This design comes from an exercise in tuning for small area on the open sky130 flow, not from production work. Where RTL was checked, it was by simulation tests only, not by an equivalence proof against the original. The clock input has no modelled driver; a real chip could not lean on it and would need a root buffer or a full tree. Power is estimated from default activity; no workload was simulated.

==> flow/design.v <==
module fa(
  input  wire a, b, ci,
  output wire s, co
);
  assign s  = a ^ b ^ ci;
  assign co = (a & b) | (a & ci) | (b & ci);
endmodule
module ha(
  input  wire a, b,
  output wire s, co
);
  assign s  = a ^ b;
  assign co = a & b;
endmodule
module aoi222(
  input  wire a0, b0, a1, b1, a2, b2,
  output wire y
);
  assign y = ~((a0 & b0) | (a1 & b1) | (a2 & b2));
endmodule
module aoi221(
  input  wire a0, b0, a1, b1, c,
  output wire y
);
  assign y = ~((a0 & b0) | (a1 & b1) | c);
endmodule
module controlx(
  input  wire        clk,
  input  wire [31:0] inp1, inp2,
  output wire [31:0] out,
  output wire        underflow,
  output wire        overflow
);
  localparam integer K = 13;    
  genvar i;
  reg  [5:0]  cnt;
  reg         bq;       
  reg         cs;       
  reg  [25:0] acc;      
  reg  [22:0] mant;
  reg         nf;
  wire [23:0] mb = {1'b1, inp2[22:0]};
  wire [2:0]  grp = {cnt[5:3] == 3'd2, cnt[5:3] == 3'd1, cnt[5:3] == 3'd0};
  wire [7:0]  col;      
  generate for (i = 0; i < 7; i = i + 1) begin : bs
    aoi222 u (.a0(grp[0]), .b0(mb[i]), .a1(grp[1]), .b1(mb[8+i]), .a2(grp[2]), .b2(mb[16+i]), .y(col[i]));
  end endgenerate
  aoi221 u7 (.a0(grp[0]), .b0(mb[7]), .a1(grp[1]), .b1(mb[15]), .c(grp[2]), .y(col[7]));   
  wire bnext = ~col[cnt[2:0]];
  wire [23:0] ma   = {1'b1, inp1[22:0]};
  wire [24:0] x = acc[25:1];
  wire [24:0] y = {ma & {24{bq}}, 1'b0};
  wire [25:0] c;
  wire [25:0] sum;
  wire        xs, cx;   
  assign sum[0] = x[0];
  ha u1 (.a(x[1]), .b(y[1]), .s(sum[1]), .co(c[2]));
  ha uc (.a(x[K-1]), .b(cs), .s(xs), .co(cx));
  generate for (i = 2; i < 25; i = i + 1) begin : rc
    if (i == K - 1) begin : k1
      fa u (.a(xs), .b(y[i]), .ci(c[i]), .s(sum[i]), .co(c[i+1]));
    end else if (i == K) begin : k0
      fa u (.a(x[i]), .b(y[i]), .ci(cx), .s(sum[i]), .co(c[i+1]));
    end else begin : kn
      fa u (.a(x[i]), .b(y[i]), .ci(c[i]), .s(sum[i]), .co(c[i+1]));
    end
  end endgenerate
  assign sum[25] = c[25];
  always @(posedge clk) begin
    cnt <= cnt + 6'd1;
    bq  <= bnext;
    cs  <= c[K];
    acc <= sum;
  end
  always @(posedge clk) begin
    if ((cnt == 6'd26 && !acc[24]) || (cnt == 6'd27 && acc[23])) begin
      mant <= acc[22:0];
      nf   <= cnt[0];
    end
  end
  wire [7:0] ea = inp1[30:23];
  wire [7:0] eb = inp2[30:23];
  wire [8:0] ec;
  wire [7:0] E;
  assign ec[0] = nf;
  generate for (i = 0; i < 8; i = i + 1) begin : ex
    fa u (.a(ea[i]), .b(eb[i]), .ci(ec[i]), .s(E[i]), .co(ec[i+1]));
  end endgenerate
  wire [7:0] ic;
  assign ic[0] = 1'b1;
  generate for (i = 0; i < 7; i = i + 1) begin : inc
    assign ic[i+1] = ic[i] & E[i];
  end endgenerate
  wire [7:0] e = (E ^ ic) ^ 8'h80;
  assign underflow = ~ec[8] & ~E[7] & (nf | ~ic[7]);
  assign overflow  = ec[8] & (E[7] | (~nf & ic[7]));
  assign out[31]    = inp1[31] ^ inp2[31];
  assign out[30:23] = underflow ? {6'd0, nf, ~nf} : e;
  assign out[22:0]  = mant;
endmodule
==> flow/config.mk <==
export PLATFORM = sky130hd
export DESIGN_NAME = controlx
export DESIGN_NICKNAME = controlx
export VERILOG_FILES = /design/flow/design.v
export SDC_FILE = /design/flow/constraint.sdc
export NUM_CORES = 4
export LEC_CHECK = 0
export CAP_MARGIN = 20
export CORE_MARGIN = 2
export CORE_UTILIZATION = 75
export SETUP_SLACK_MARGIN = 0.1
export SLEW_MARGIN = 20
export SYNTH_HIERARCHICAL = 1
export SYNTH_MINIMUM_KEEP_SIZE = 0
==> flow/constraint.sdc <==
create_clock -name core_clock -period 10.0 [get_ports {clk}]
set_input_delay 2.0000 -clock core_clock [delete_from_list [all_inputs] [get_ports {clk}]]
set_output_delay 2.0000 -clock core_clock [all_outputs]
set_load 0.01 [all_outputs]
standard.sh (not shown) runs the stock make flow with config.mk's settings and CLKGATE_MAP_FILE= SYNTH_SCRIPT=/design/flow/synth_recipe.tcl, a recipe that flattens the netlist after the stock synthesis.
==> flow/flow/run.sh <==
#!/bin/bash
# The standard layout, with the smallest buffer on the ports, a hand-built
# clock tree of two clkbuf_16 cells (flow/cts_hook.tcl), and power recovery (downsizing) after
# global routing followed by another slew/capacitance repair.
set -euo pipefail
bash standard.sh \
  BUFFER_PORTS_ARGS="-buffer_cell sky130_fd_sc_hd__buf_1" \
  PRE_CTS_TCL="$PWD/flow/cts_hook.tcl" \
  RECOVER_POWER=100 \
  PRE_GLOBAL_ROUTE_TCL="$PWD/flow/grt_hook.tcl" \
  finish > make.log 2>&1
Other scripts of this flow, unchanged in this note and not shown: flow/flow/cts_hook.tcl, flow/flow/grt_hook.tcl
Next try:
--- a/flow/design.v
+++ b/flow/design.v
@@ -46,10 +46,18 @@
     aoi222 u (.a0(grp[0]), .b0(mb[i]), .a1(grp[1]), .b1(mb[8+i]), .a2(grp[2]), .b2(mb[16+i]), .y(col[i]));
   end endgenerate
   aoi221 u7 (.a0(grp[0]), .b0(mb[7]), .a1(grp[1]), .b1(mb[15]), .c(grp[2]), .y(col[7]));   
   wire bnext = ~col[cnt[2:0]];
   wire [23:0] ma   = {1'b1, inp1[22:0]};
+  wire [5:0] cnt_n;
+  wire [5:1] cc;
+  assign cnt_n[0] = ~cnt[0];
+  assign cc[1]    = cnt[0];
+  generate for (i = 1; i < 5; i = i + 1) begin : ct
+    ha u (.a(cnt[i]), .b(cc[i]), .s(cnt_n[i]), .co(cc[i+1]));
+  end endgenerate
+  assign cnt_n[5] = cnt[5] ^ cc[5];
   wire [24:0] x = acc[25:1];
   wire [24:0] y = {ma & {24{bq}}, 1'b0};
   wire [25:0] c;
   wire [25:0] sum;
   wire        xs, cx;   
@@ -65,11 +73,11 @@
       fa u (.a(x[i]), .b(y[i]), .ci(c[i]), .s(sum[i]), .co(c[i+1]));
     end
   end endgenerate
   assign sum[25] = c[25];
   always @(posedge clk) begin
-    cnt <= cnt + 6'd1;
+    cnt <= cnt_n;
     bq  <= bnext;
     cs  <= c[K];
     acc <= sum;
   end
   always @(posedge clk) begin
=>
- global-route usage is higher by 2.1 points
- register-to-register slack is better by 0.07 ns
- via count is higher by 2.2%
- power is higher by 1.6%
- worst setup slack is worse by 0.050 ns
- sequential power barely changes
- combinational power is higher by 7.4%
- utilization is higher by 0.35 points
- cell count is lower by 1.3%
- final area is lower by 0.40%
- die area is lower by 0.80%
- synthesized area is lower by 0.84%
- synthesized cell count is lower by 2.4%
The RTL of the first run of this note was laid out without a check of its function. In every run of this note, the design's own scripts or RTL, not TritonCTS, make the clock network.

==> separate check: timing with driven ports <==
The results above use ideal ports. As a check the final layouts listed here were re-extracted and re-timed, cells and wires unchanged.
Step 1 assumes that a clkbuf_16 drives the clock port and a buf_2 every other input.
Step 2 adds t to the input delays and takes it off the output delays; t is the mean of the earliest and latest rising clock arrival at the registers after step 1. Input paths then give back, and output paths get back, about the clock's delay inside the block.
Slacks: ideal ports / drivers / drivers and shift; pairs: ideal ports / drivers.
| run | shift t [ns] | setup WS [ns] | latest minus earliest clock arrival (ns) | worst data-port slew with drivers (ns) | pins driven straight from the clock port |
|---|---|---|---|---|---|
| the first run | 0.207 | 1.381 / 1.358 / 1.358 | 0.007 / 0.007 | 0.05 | 2 |
| the second run | 0.208 | 1.332 / 1.311 / 1.311 | 0.014 / 0.014 | 0.08 | 2 |
After both steps every run listed still meets setup and hold. The setup slack of the first run, which loses most, moves by -0.023 ns with the drivers and by -0.023 ns with both steps.
